This is an optimization exercise on Yosys and OpenROAD, whose aim is small area and few clock cycles per item, not a production implementation.
In this exercise RTL edits were held to simulation tests only and were not proved equivalent to the original.
Power and IR drop assume default switching activity.

===== design.v =====
`timescale 1ns / 1ps
module dff_async_rst_n #(parameter WIDTH = 32,
                         parameter RESET = {WIDTH{1'b0}})
                        (input                      i_clock   ,
                         input                      i_areset_n,
                         input                      en,
                         input      [(WIDTH - 1):0] d,
                         output reg [(WIDTH - 1):0] q);
  always @(posedge i_clock or negedge i_areset_n)
    if (!i_areset_n)
      q <= RESET;
    else if (en)
      q <= d;
endmodule
`timescale 1ns / 1ps
module skid_buffer #(parameter DWIDTH = 8)
                    (input                   i_clock,
                     input                   i_areset_n,
                     input  [(DWIDTH - 1):0] i_data,
                     input                   i_data_valid,
                     output                  o_data_ready,
                     output [(DWIDTH - 1):0] o_data,
                     output                  o_data_valid,
                     input                   i_data_ready);
  localparam BYPASS = 0;
  localparam SKID   = 1;
  reg [(DWIDTH - 1):0] reg_data;
  reg [(DWIDTH - 1):0] next_data;
  reg                  reg_data_ready;
  reg                  next_data_ready;
  reg                  reg_state;
  reg                  next_state;
  wire                 stall;
  wire                 hand_shake;
  assign hand_shake = ( i_data_valid  & reg_data_ready );
  assign stall      = ( !i_data_ready & hand_shake     );
  always @(posedge i_clock, negedge i_areset_n)
    if (~i_areset_n)
      reg_state <= BYPASS;
    else
      reg_state <= next_state;
  always @(*)
    case (reg_state)
      BYPASS: next_state = ( stall        ) ? SKID   : reg_state ;
      SKID:   next_state = ( i_data_ready ) ? BYPASS : reg_state ;
    endcase
  always @(posedge i_clock, negedge i_areset_n)
    if (~i_areset_n)
      begin
        reg_data       <= {DWIDTH{1'b0}};
        reg_data_ready <= 1'b0;
      end
    else
      begin
        reg_data       <= next_data;
        reg_data_ready <= next_data_ready;
      end
  always @(*)
    case (reg_state)
      BYPASS: begin
        next_data       = ( stall ) ? i_data : {DWIDTH{1'b0}} ;
        next_data_ready = ( stall ) ? 1'b0   : 1'b1           ;
      end
      SKID: begin
        next_data       = reg_data;
        next_data_ready = ( i_data_ready ) ? 1'b1 : reg_data_ready ;
      end
    endcase
  assign o_data_ready = reg_data_ready;
  assign o_data_valid = ( reg_state == BYPASS ) ? hand_shake : 1'b1     ;
  assign o_data       = ( reg_state == BYPASS ) ? i_data     : reg_data ;
endmodule
`timescale 1ns / 1ps
module s_axi4l_wr_channel #(parameter AXI_DATA_WIDTH = 32,
                            parameter AXI_ADDR_WIDTH = 4,
                            parameter AXI_STRB_WIDTH = (AXI_DATA_WIDTH / 8))
                           (input  wire                          i_axi_clock,
                            input  wire                          i_axi_aresetn,
                            input  wire [(AXI_ADDR_WIDTH - 1):0] i_axi_awaddr,
                            input  wire [2:0]                    i_axi_awprot,
                            input  wire                          i_axi_awaddr_valid,
                            output wire                          o_axi_awaddr_ready,
                            input  wire [(AXI_DATA_WIDTH - 1):0] i_axi_wdata,
                            input  wire [(AXI_STRB_WIDTH - 1):0] i_axi_wstrb,
                            input  wire                          i_axi_wdata_valid,
                            output wire                          o_axi_wdata_ready,
                            output wire [1:0]                    o_axi_bresp,
                            output wire                          o_axi_bvalid,
                            input  wire                          i_axi_bready,
                            output wire [(AXI_ADDR_WIDTH - 1):0] o_waddr,
                            output wire [(AXI_DATA_WIDTH - 1):0] o_wdata,
                            output wire                          o_wvalid);
  localparam IDLE                 = 2'b01;
  localparam WAIT_FOR_WADDR_VALID = 2'b10;
  localparam WAIT_FOR_WDATA_VALID = 2'b11;
  localparam BRESP                = 2'b00;
  reg [1:0]                     reg_state;
  reg [1:0]                     next_state;
  wire                          awaddr_valid;
  wire                          awaddr_ready;
  wire                          awaddr_hs;
  wire [(AXI_ADDR_WIDTH - 1):0] next_awaddr;
  wire [(AXI_ADDR_WIDTH - 1):0] axi_awaddr;
  assign awaddr_ready = ((reg_state == IDLE) | (reg_state == WAIT_FOR_WADDR_VALID)) ? 1'b1 : 1'b0;
  skid_buffer #(.DWIDTH(AXI_ADDR_WIDTH)) awddr_buff( .i_clock      ( i_axi_clock        ),
                                                     .i_areset_n   ( i_axi_aresetn      ),
                                                     .i_data       ( i_axi_awaddr       ),
                                                     .i_data_valid ( i_axi_awaddr_valid ),
                                                     .o_data_ready ( o_axi_awaddr_ready ),
                                                     .o_data       ( next_awaddr        ),
                                                     .o_data_valid ( awaddr_valid       ),
                                                     .i_data_ready ( awaddr_ready       ));
  assign awaddr_hs = (awaddr_valid & awaddr_ready);
  dff_async_rst_n #(.WIDTH(AXI_ADDR_WIDTH)) ff_awaddr( .i_clock    ( i_axi_clock   ),
                                                       .i_areset_n ( i_axi_aresetn ),
                                                       .en         ( awaddr_hs     ),
                                                       .d          ( next_awaddr   ),
                                                       .q          ( axi_awaddr    ));
  wire                          wdata_valid;
  wire                          wdata_ready;
  wire                          wdata_hs;
  wire [(AXI_DATA_WIDTH - 1):0] next_wdata;
  wire [(AXI_DATA_WIDTH - 1):0] axi_wdata;
  assign wdata_ready = ((reg_state == IDLE) | (reg_state == WAIT_FOR_WDATA_VALID)) ? 1'b1 : 1'b0;
  skid_buffer #(.DWIDTH(AXI_DATA_WIDTH)) wdata_buff( .i_clock      ( i_axi_clock       ),
                                                     .i_areset_n   ( i_axi_aresetn     ),
                                                     .i_data       ( i_axi_wdata       ),
                                                     .i_data_valid ( i_axi_wdata_valid ),
                                                     .o_data_ready ( o_axi_wdata_ready ),
                                                     .o_data       ( next_wdata        ),
                                                     .o_data_valid ( wdata_valid       ),
                                                     .i_data_ready ( wdata_ready       ));
  assign wdata_hs = (wdata_valid & wdata_ready);
  dff_async_rst_n #(.WIDTH(AXI_DATA_WIDTH)) ff_wdata( .i_clock    ( i_axi_clock   ),
                                                      .i_areset_n ( i_axi_aresetn ),
                                                      .en         ( wdata_hs      ),
                                                      .d          ( next_wdata    ),
                                                      .q          ( axi_wdata     ));
  wire                          wstrb_valid;
  wire                          wstrb_ready;
  wire                          wstrb_hs;
  wire [(AXI_STRB_WIDTH - 1):0] next_wstrb;
  wire [(AXI_STRB_WIDTH - 1):0] axi_wstrb;
  assign wstrb_ready = wdata_ready;
  skid_buffer #(.DWIDTH(AXI_STRB_WIDTH)) wstrb_buff( .i_clock      ( i_axi_clock       ),
                                                     .i_areset_n   ( i_axi_aresetn     ),
                                                     .i_data       ( i_axi_wstrb       ),
                                                     .i_data_valid ( i_axi_wdata_valid ),
                                                     .o_data_ready (                   ),
                                                     .o_data       ( next_wstrb        ),
                                                     .o_data_valid ( wstrb_valid       ),
                                                     .i_data_ready ( wstrb_ready       ));
  assign wstrb_hs = (wstrb_valid & wstrb_ready);
  dff_async_rst_n #(.WIDTH(AXI_STRB_WIDTH)) ff_wstrb( .i_clock    ( i_axi_clock   ),
                                                      .i_areset_n ( i_axi_aresetn ),
                                                      .en         ( wstrb_hs      ),
                                                      .d          ( next_wstrb    ),
                                                      .q          ( axi_wstrb     ));
  wire [1:0] bresp; 
  wire       bresp_valid;
  wire       bresp_ready;
  assign bresp_valid = (reg_state == BRESP) ? 1'b1  : 1'b0;
  assign bresp       = (reg_state == BRESP) ? 2'b00 : 2'b10;  
  skid_buffer #(.DWIDTH(2)) bresp_buff(.i_clock      ( i_axi_clock   ),
                                       .i_areset_n   ( i_axi_aresetn ),
                                       .i_data       ( bresp         ),
                                       .i_data_valid ( bresp_valid   ),
                                       .o_data_ready ( bresp_ready   ),
                                       .o_data       ( o_axi_bresp   ),
                                       .o_data_valid ( o_axi_bvalid  ),
                                       .i_data_ready ( i_axi_bready  ));
  always @(posedge i_axi_clock, negedge i_axi_aresetn)
    if (~i_axi_aresetn)
      reg_state <= IDLE;
    else
      reg_state <= next_state;
  always @(*) begin
    next_state = reg_state;
    case (reg_state)
      IDLE:
        begin
          if (i_axi_awaddr_valid & i_axi_wdata_valid)
            next_state = BRESP;
          else if (i_axi_awaddr_valid & ~i_axi_wdata_valid)
            next_state = WAIT_FOR_WDATA_VALID;
          else if (~i_axi_awaddr_valid & i_axi_wdata_valid)
            next_state = WAIT_FOR_WADDR_VALID;
          else
            next_state = reg_state;
        end
      WAIT_FOR_WADDR_VALID:
        next_state = (i_axi_awaddr_valid ? BRESP : WAIT_FOR_WADDR_VALID);
      WAIT_FOR_WDATA_VALID:
        next_state = (i_axi_wdata_valid  ? BRESP : WAIT_FOR_WDATA_VALID);
      BRESP:
        next_state = (bresp_ready ? IDLE : BRESP);
    endcase
  end
  function [(AXI_DATA_WIDTH - 1):0] strb_data(input [(AXI_DATA_WIDTH - 1):0] wdata,
                                              input [(AXI_STRB_WIDTH - 1):0] wstrb);   
    integer i;
    begin
      strb_data = {AXI_DATA_WIDTH{1'b0}};
      for (i = 0; i < AXI_STRB_WIDTH; i = i + 1)
        if (wstrb[i] == 1)
          strb_data[(i * 8) +: 8] = wdata[(i * 8) +: 8];
    end
  endfunction
  assign o_wdata  = (reg_state == BRESP) ? strb_data(axi_wdata, axi_wstrb) : {AXI_DATA_WIDTH{1'b0}};
  assign o_waddr  = (reg_state == BRESP) ? axi_awaddr                      : {AXI_ADDR_WIDTH{1'b0}};
  assign o_wvalid = (reg_state == BRESP) ? 1'b1                            : 1'b0;
endmodule
`timescale 1ns / 1ps
module s_axi4l_rd_channel #(parameter AXI_DATA_WIDTH = 32,
                            parameter AXI_ADDR_WIDTH = 4,
                            parameter AXI_STRB_WIDTH = (AXI_DATA_WIDTH / 8))
                           (input wire                           i_axi_clock,
                            input wire                           i_axi_aresetn,
                            input  wire [(AXI_ADDR_WIDTH - 1):0] i_axi_araddr,
                            input  wire [                   3:0] i_axi_arcache,
                            input  wire [                   2:0] i_axi_arprot,
                            input  wire                          i_axi_araddr_valid,
                            output wire                          o_axi_araddr_ready,
                            output wire [(AXI_DATA_WIDTH - 1):0] o_axi_rdata,
                            output wire [                   1:0] o_axi_rresp,
                            output wire                          o_axi_rdata_valid,
                            input  wire                          i_axi_rdata_ready,
                            output wire [(AXI_ADDR_WIDTH - 1):0] o_raddr,
                            output wire                          o_raddr_valid,
                            input  wire [(AXI_DATA_WIDTH - 1):0] i_rdata);
  localparam IDLE       = 2'b00;
  localparam RADDR_RECV = 2'b01;
  localparam RRESP      = 2'b10;
  reg [1:0] reg_state;
  reg [1:0] next_state;
  wire [(AXI_ADDR_WIDTH - 1):0] raddr;
  wire [(AXI_DATA_WIDTH - 1):0] rdata;
  wire raddr_hs;
  always @(posedge i_axi_clock, negedge i_axi_aresetn)
    if (~i_axi_aresetn)
      reg_state <= IDLE;
    else
      reg_state <= next_state;
  always @(*) begin
    next_state = reg_state;
    case (reg_state)
      IDLE:       next_state = ( i_axi_araddr_valid ? RADDR_RECV : IDLE  );
      RADDR_RECV: next_state = RRESP;
      RRESP:      next_state = ( i_axi_rdata_ready  ? IDLE       : RRESP );
    endcase
  end
  assign raddr_hs = (i_axi_araddr_valid & o_axi_araddr_ready);
  dff_async_rst_n #(.WIDTH(AXI_ADDR_WIDTH)) ff_raddr( .i_clock    ( i_axi_clock   ),
                                                      .i_areset_n ( i_axi_aresetn ),
                                                      .en         ( raddr_hs      ),
                                                      .d          ( i_axi_araddr  ),
                                                      .q          ( raddr         ));
  dff_async_rst_n #(.WIDTH(AXI_DATA_WIDTH)) ff_rdata( .i_clock    ( i_axi_clock   ),
                                                      .i_areset_n ( i_axi_aresetn ),
                                                      .en         ( o_raddr_valid ),
                                                      .d          ( i_rdata       ),
                                                      .q          ( rdata         ));
  assign o_axi_araddr_ready = (reg_state == IDLE) ? 1'b1 : 1'b0;
  assign o_raddr_valid = (reg_state == RADDR_RECV) ? 1'b1  : 1'b0;
  assign o_raddr       = (reg_state == RADDR_RECV) ? raddr : {AXI_ADDR_WIDTH{1'b0}};
  assign o_axi_rdata       = (reg_state == RRESP) ? rdata : {AXI_DATA_WIDTH{1'b0}};
  assign o_axi_rdata_valid = (reg_state == RRESP) ? 1'b1  : 1'b0;
  assign o_axi_rresp       = (reg_state == RRESP) ? 2'b00 : 2'b10;  
endmodule
`timescale 1ns / 1ps
module reg_file_4x32(
    input  wire        i_clock,
    input  wire        i_aresetn,
    input  wire [31:0] i_write_data,
    input  wire [ 3:0] i_write_addr,
    input  wire        i_write_enable,
    input  wire [ 3:0] i_read_addr,
    input  wire        i_read_enable,
    output wire [31:0] o_read_data
);
    reg enable [3:0];
    wire [31:0] reg_data_out [3:0];
    always @(*) begin
        enable[0] = 1'b0;
        enable[1] = 1'b0;
        enable[2] = 1'b0;
        enable[3] = 1'b0;
        case (i_write_addr)
            4'h00: enable[0] = (i_write_enable) ? 1'b1 : 1'b0;
            4'h04: enable[1] = (i_write_enable) ? 1'b1 : 1'b0;
            4'h08: enable[2] = (i_write_enable) ? 1'b1 : 1'b0;
            4'h0c: enable[3] = (i_write_enable) ? 1'b1 : 1'b0;
        endcase
    end
    generate
        genvar i;
        for (i = 0; i < 4; i = i + 1) begin
            (* DONT_TOUCH = "true" *) dff_async_rst_n #(.WIDTH(32)) ff_data( 
                .i_clock    ( i_clock         ),
                .i_areset_n ( i_aresetn       ),
                .en         ( enable[i]       ),
                .d          ( i_write_data    ),
                .q          ( reg_data_out[i] )
            );
        end
    endgenerate
    reg [31:0] read_data;
    always @(*) begin
        read_data = 32'b0;
        if (i_read_enable) begin
            case (i_read_addr)
                4'h00: read_data = ~reg_data_out[0];
                4'h04: read_data = ~reg_data_out[1];
                4'h08: read_data = ~reg_data_out[2];
                4'h0c: read_data = ~reg_data_out[3];
            endcase
        end
    end
    assign o_read_data = read_data;
endmodule
`timescale 1ns / 1ps
module axi4l_reg_file
(
    input  wire        i_axi_clock,
    input  wire        i_axi_aresetn,
    input  wire [3:0]  i_axi_awaddr,
    input  wire [2:0]  i_axi_awprot,
    input  wire        i_axi_awaddr_valid,
    output wire        o_axi_awaddr_ready,
    input  wire [31:0] i_axi_wdata,
    input  wire [ 3:0] i_axi_wstrb,
    input  wire        i_axi_wdata_valid,
    output wire        o_axi_wdata_ready,
    output wire [1:0]  o_axi_bresp,
    output wire        o_axi_bvalid,
    input  wire        i_axi_bready,
    input  wire [3:0]  i_axi_araddr,
    input  wire [3:0]  i_axi_arcache,
    input  wire [2:0]  i_axi_arprot,
    input  wire        i_axi_araddr_valid,
    output wire        o_axi_araddr_ready,
    output wire [31:0] o_axi_rdata,
    output wire [ 1:0] o_axi_rresp,
    output wire        o_axi_rdata_valid,
    input  wire        i_axi_rdata_ready
);
    wire [31:0] write_data;
    wire [ 3:0] write_addr;
    wire        write_data_valid;
    s_axi4l_wr_channel slave_write_channel(
        .i_axi_clock        ( i_axi_clock        ),
        .i_axi_aresetn      ( i_axi_aresetn      ),
        .i_axi_awaddr       ( i_axi_awaddr       ),
        .i_axi_awprot       ( i_axi_awprot       ),
        .i_axi_awaddr_valid ( i_axi_awaddr_valid ),
        .o_axi_awaddr_ready ( o_axi_awaddr_ready ),
        .i_axi_wdata        ( i_axi_wdata        ),
        .i_axi_wstrb        ( i_axi_wstrb        ),
        .i_axi_wdata_valid  ( i_axi_wdata_valid  ),
        .o_axi_wdata_ready  ( o_axi_wdata_ready  ),
        .o_axi_bresp        ( o_axi_bresp        ),
        .o_axi_bvalid       ( o_axi_bvalid       ),
        .i_axi_bready       ( i_axi_bready       ),
        .o_waddr            ( write_addr         ),
        .o_wdata            ( write_data         ),
        .o_wvalid           ( write_data_valid   )
    );
    wire [ 3:0] read_addr;
    wire        read_addr_valid;
    wire [31:0] read_data;
    s_axi4l_rd_channel slave_read_channel(
        .i_axi_clock        ( i_axi_clock        ),
        .i_axi_aresetn      ( i_axi_aresetn      ),
        .i_axi_araddr       ( i_axi_araddr       ),
        .i_axi_arcache      ( i_axi_arcache      ),
        .i_axi_arprot       ( i_axi_arprot       ),
        .i_axi_araddr_valid ( i_axi_araddr_valid ),
        .o_axi_araddr_ready ( o_axi_araddr_ready ),
        .o_axi_rdata        ( o_axi_rdata        ),
        .o_axi_rresp        ( o_axi_rresp        ),
        .o_axi_rdata_valid  ( o_axi_rdata_valid  ),
        .i_axi_rdata_ready  ( i_axi_rdata_ready  ),
        .o_raddr            ( read_addr          ),
        .o_raddr_valid      ( read_addr_valid    ),
        .i_rdata            ( read_data          )
    );
    reg_file_4x32 reg_file0(
        .i_clock        ( i_axi_clock      ),
        .i_aresetn      ( i_axi_aresetn    ),
        .i_write_data   ( write_data       ),
        .i_write_addr   ( write_addr       ),
        .i_write_enable ( write_data_valid ),
        .i_read_addr    ( read_addr        ),
        .i_read_enable  ( read_addr_valid  ),
        .o_read_data    ( read_data        )
    );
endmodule

===== run.sh =====
#!/bin/bash
# synth_recipe.tcl (not shown) runs the flow's synth.tcl, then flattens the netlist and writes it again
# the make line also repeats each setting of config.mk as NAME=value (left out here)
make -C /OpenROAD-flow-scripts/flow DESIGN_CONFIG=/design/flow/config.mk WORK_HOME=/design/flow/orfs CLKGATE_MAP_FILE= SYNTH_SCRIPT=/design/flow/synth_recipe.tcl finish

===== config.mk =====
export PLATFORM = sky130hd
export DESIGN_NAME = axi4l_reg_file
export DESIGN_NICKNAME = axi4l_reg_file
export VERILOG_FILES = /design/flow/design.v
export SDC_FILE = /design/flow/constraint.sdc
export NUM_CORES = 4
export LEC_CHECK = 0
export CAP_MARGIN = 20
export CORE_MARGIN = 2
export CORE_UTILIZATION = 40
export SLEW_MARGIN = 20

===== constraint.sdc =====
create_clock -name core_clock -period 5.0 [get_ports {i_axi_clock}]
set_input_delay 1.0000 -clock core_clock [delete_from_list [all_inputs] [get_ports {i_axi_clock}]]
set_output_delay 1.0000 -clock core_clock [all_outputs]
set_load 0.01 [all_outputs]

==> impl_metrics.json <==
{
  "reg2reg_from": "slave_write_channel.reg_state[1]$_DFFE_PN0P_",
  "start_util_pct": 40.8,
  "fill_cells": 2444,
  "num_vias": 7002,
  "placed_area_um2": 12600,
  "clkTransAtPathRegs_ns": 0.07,
  "grt_usage_pct": 17.6,
  "synth_area_um2": 11400,
  "cts_max_level": 1,
  "hold_path_class": "flip-flop to flip-flop",
  "yosysWarnings": 10,
  "ir_worst_vdd_mv": 0.303,
  "antenna_found_initial": 0,
  "max-slew-margin-rel_pct": 29.1,
  "cap_violations": 0,
  "fin_skew_ns": 0.00740,
  "leakagePower_uw": 0.00637,
  "crit_arrival_ns": 2.69,
  "syn2layout_area_growth_pct": 19.2,
  "wirelength_mm": 25.9,
  "fin_area_um2": 13500,
  "cts_hold_buffers": 0,
  "path_max_fanout": 19,
  "path_class": "flip-flop to output pin",
  "worstSetupStartpoint": "slave_read_channel.reg_state[0]$_DFFE_PN0P_",
  "drt-pass1-iter-count": 4,
  "fin_crit_sh_pct": 73.8,
  "synthFlopType": "dfrtp_1",
  "cts_num_sinks": 257,
  "synth_seq_cells": 257,
  "viasPerCell": 5.34,
  "num_antenna_cells": 0,
  "cp-start-kind": "flip-flop",
  "syn-mean-instance-area_um2": 13.5,
  "yosysSeqAreaShare_pct": 56.6,
  "timing.rr.end": "reg_file0.genblk1[0].ff_data.q[2]$_DFFE_PN0P_",
  "route.detailed.drc": 0,
  "cts-resized-gates": 0,
  "grt_pass1_wl_mm": 42.4,
  "finalHoldViolations": 0,
  "final_common_cell": "dfrtp_1",
  "finalSetupTns_ns": 0,
  "cts_tree": "done",
  "grt_pass1_vias": 7493,
  "fin_crit_ns": 3.69,
  "final_cell_mix": "dfrtp_1 (255), mux2_2 (230), clkdlybuf4s50_1 (88)",
  "setup_violations": 0,
  "cp.required_ns": 4.00,
  "clk_latency_ns": 0.54,
  "tightest_slew_ns": 1.06,
  "die_y_um": 173,
  "grt_max_degree": 118,
  "post_drt_wl_per_cell_um": 19.8,
  "post_cts.repair.setup_buffers": 0,
  "numCtsBuffers": 28,
  "port-buffer-count": 89,
  "ios": 102,
  "die_w_um": 173,
  "clock_path_buffers": 3,
  "async_flop_share_pct": 100,
  "status": "timing/DRC/antenna clean",
  "p_per_area_nw_per_um2": 510,
  "rsz0062_at_grt": "false",
  "fin_nets": 982,
  "crit_end": "o_axi_rdata[6]",
  "gr-total-overflow": 0,
  "slew_viol_final": 0,
  "dieArea_um2": 29800,
  "drive_gt1_share_pct": 32.4,
  "gp_congestion": 0.742,
  "rrSetupSlack_ns": 1.82,
  "row_count": 61,
  "dp_hpwl_mm": 15.3,
  "critPathCaptureType": "output pin",
  "rr_worst_depth": 6,
  "ys_types": 42,
  "synth_edf_count": 0,
  "drt_iter0_drc": 432,
  "layout.area.seq_um2": 6430,
  "ant_nets": 0,
  "core_area_um2": 27900,
  "cts-root-buf": "clkbuf_16",
  "multi_input_area_um2": 4510,
  "max_freq_mhz": 271,
  "netlist_instances": 840
}
==> through the flow <==
stage	util [%]	worst slack (ns)	total power [uW]	hold slack [ns]	cells
finish	48.6	1.31	6910	0.483	1311
global route	48.6	1.12	7300	0.502	1311
CTS	48.6	1.22	6990	0.489	1311
detailed placement	45.1	1.80	4820	0.473	1259
global placement	45.1	1.80	4770	0.464	1259
floorplan	-	2.68	4300	0.450	841
==> synth_stat cells, types with 2 or more instances <==
library cell | instances | area [um^2]
nand2_1 | 13 | 48.8
buf_6 | 3 | 33.8
o21ai_0 | 3 | 15.0
a221oi_1 | 2 | 17.5
a31oi_1 | 4 | 25.0
and3_1 | 32 | 200
clkbuf_1 | 26 | 97.6
nand2b_1 | 4 | 25.0
buf_4 | 6 | 45.0
a21o_1 | 2 | 15.0
buf_1 | 8 | 30.0
ha_1 | 10 | 125
nor4b_1 | 2 | 17.5
a22o_1 | 40 | 350
mux2_1 | 4 | 45.0
nor3_1 | 3 | 15.0
inv_1 | 39 | 146
nor2_1 | 36 | 135
mux2i_1 | 8 | 80.1
nor2b_1 | 5 | 31.3
a21oi_1 | 8 | 40.0
dfrtp_1 | 256 | 6410
buf_2 | 19 | 95.1
o32a_1 | 31 | 310
mux2_2 | 230 | 2590
o221ai_1 | 30 | 263
==> flip-flops by register name, summed over array words and instances (netlist names), 2 cells and up <==
name and cells:
reg_file0.genblk1.ff_data.q 128, slave_read_channel.ff_rdata.q 32, slave_write_channel.ff_wdata.q 32, slave_write_channel.wdata_buff.reg_data 32, slave_read_channel.ff_raddr.q 4, slave_write_channel.awddr_buff.reg_data 4, slave_write_channel.ff_awaddr.q 4, slave_write_channel.ff_wstrb.q 4
slave_write_channel.wstrb_buff.reg_data 4, slave_read_channel.reg_state 2, slave_write_channel.reg_state 2
==> worst min-delay path by stage <==
stage                                                           startpoint                                                endpoint  slack (ns)  depth (start not counted)
finish                      reg_file0.genblk1[1].ff_data.q[31]$_DFFE_PN0P_          reg_file0.genblk1[1].ff_data.q[31]$_DFFE_PN0P_        0.48                          1
global route                reg_file0.genblk1[1].ff_data.q[31]$_DFFE_PN0P_          reg_file0.genblk1[1].ff_data.q[31]$_DFFE_PN0P_        0.50                          1
CTS                         reg_file0.genblk1[1].ff_data.q[31]$_DFFE_PN0P_          reg_file0.genblk1[1].ff_data.q[31]$_DFFE_PN0P_        0.49                          1
detailed placement          reg_file0.genblk1[1].ff_data.q[31]$_DFFE_PN0P_          reg_file0.genblk1[1].ff_data.q[31]$_DFFE_PN0P_        0.47                          1
global placement    slave_write_channel.bresp_buff.reg_data[1]$_DFFE_PN0N_  slave_write_channel.bresp_buff.reg_data[1]$_DFFE_PN0N_        0.46                          1
floorplan           slave_write_channel.bresp_buff.reg_data[1]$_DFFE_PN0N_  slave_write_channel.bresp_buff.reg_data[1]$_DFFE_PN0N_        0.45                          1
==> where the power goes <==
group          switching [uW]  internal (uW)  total (uW)
Sequential                407           2700        3110
Combinational             735            932        1670
Clock                     822           1310        2140
Total                    1960           4940        6910
==> cells by family (layout without fill, tap and decap cells) <==
kind of cell,count (synthesis),count (layout),share of synthesized area (%)
other cells,1,2,0.0330
fa+ha+maj,10,10,1.10
flops,257,257,56.6
buf+inv,102,194,3.99
mux,243,243,24.1
compound gates,124,124,9.43
simple gates,103,103,4.76
==> critical path, cell delays in order, from the launching register on <==
cell	delay, ns
dfrtp_1	0.39
inv_1	0.08
ha_1	0.22
inv_1	0.52
buf_4	0.34
nor2_1	0.11
clkdlybuf4s50_1	0.49
==> metal layers <==
metal / up-vias / share of wire [%] / global-route usage, %
met5: - / 0 / 0
met1: 3630 / 49 / 25.1
met4: 0 / 1.4 / 3.92
met3: 29 / 3.3 / 2.42
met2: 115 / 47 / 28.9
li1: 3228 / - / -
==> layout make-up <==
class	instances	area share (%)
repair buffers	103	7.39
flip-flops and latches	257	47.5
clock inverters	3	0.296
inverters	39	1.08
well taps	378	3.49
clock buffers	49	6.95
multi-input cells	482	33.3
Testbench counts, summed over its fixed seeds: cycles 20,054, transactions 8,000.

-- separate check: timing with driven ports --
No port has a modelled driver above. Below, the same layout with a new extraction and two added sets of constraints. Step 1 sets driving cells, clkbuf_16 on the clock port and buf_2 on the other inputs (assumed; they add their load-dependent delay and slew). Step 2 adds t to the input delays and takes it off the output delays; t is the mean of the earliest and latest rising clock arrival at the registers after step 1. Input paths then give back, and output paths get back, about the clock's delay inside the block. Slacks: ideal ports / drivers / drivers and shift; pairs: ideal ports / drivers.
t (ns): 0.575
setup WS [ns]: 1.308 / 1.264 / 1.815
worst hold slack (ns): 0.483 / 0.483 / 0.483
worst setup path after step 2: register to register
cell pins on the clock port's net: 1
After both steps this run still meets setup and hold. The setup slack of this run moves by -0.044 ns with the drivers and by +0.507 ns with both steps.
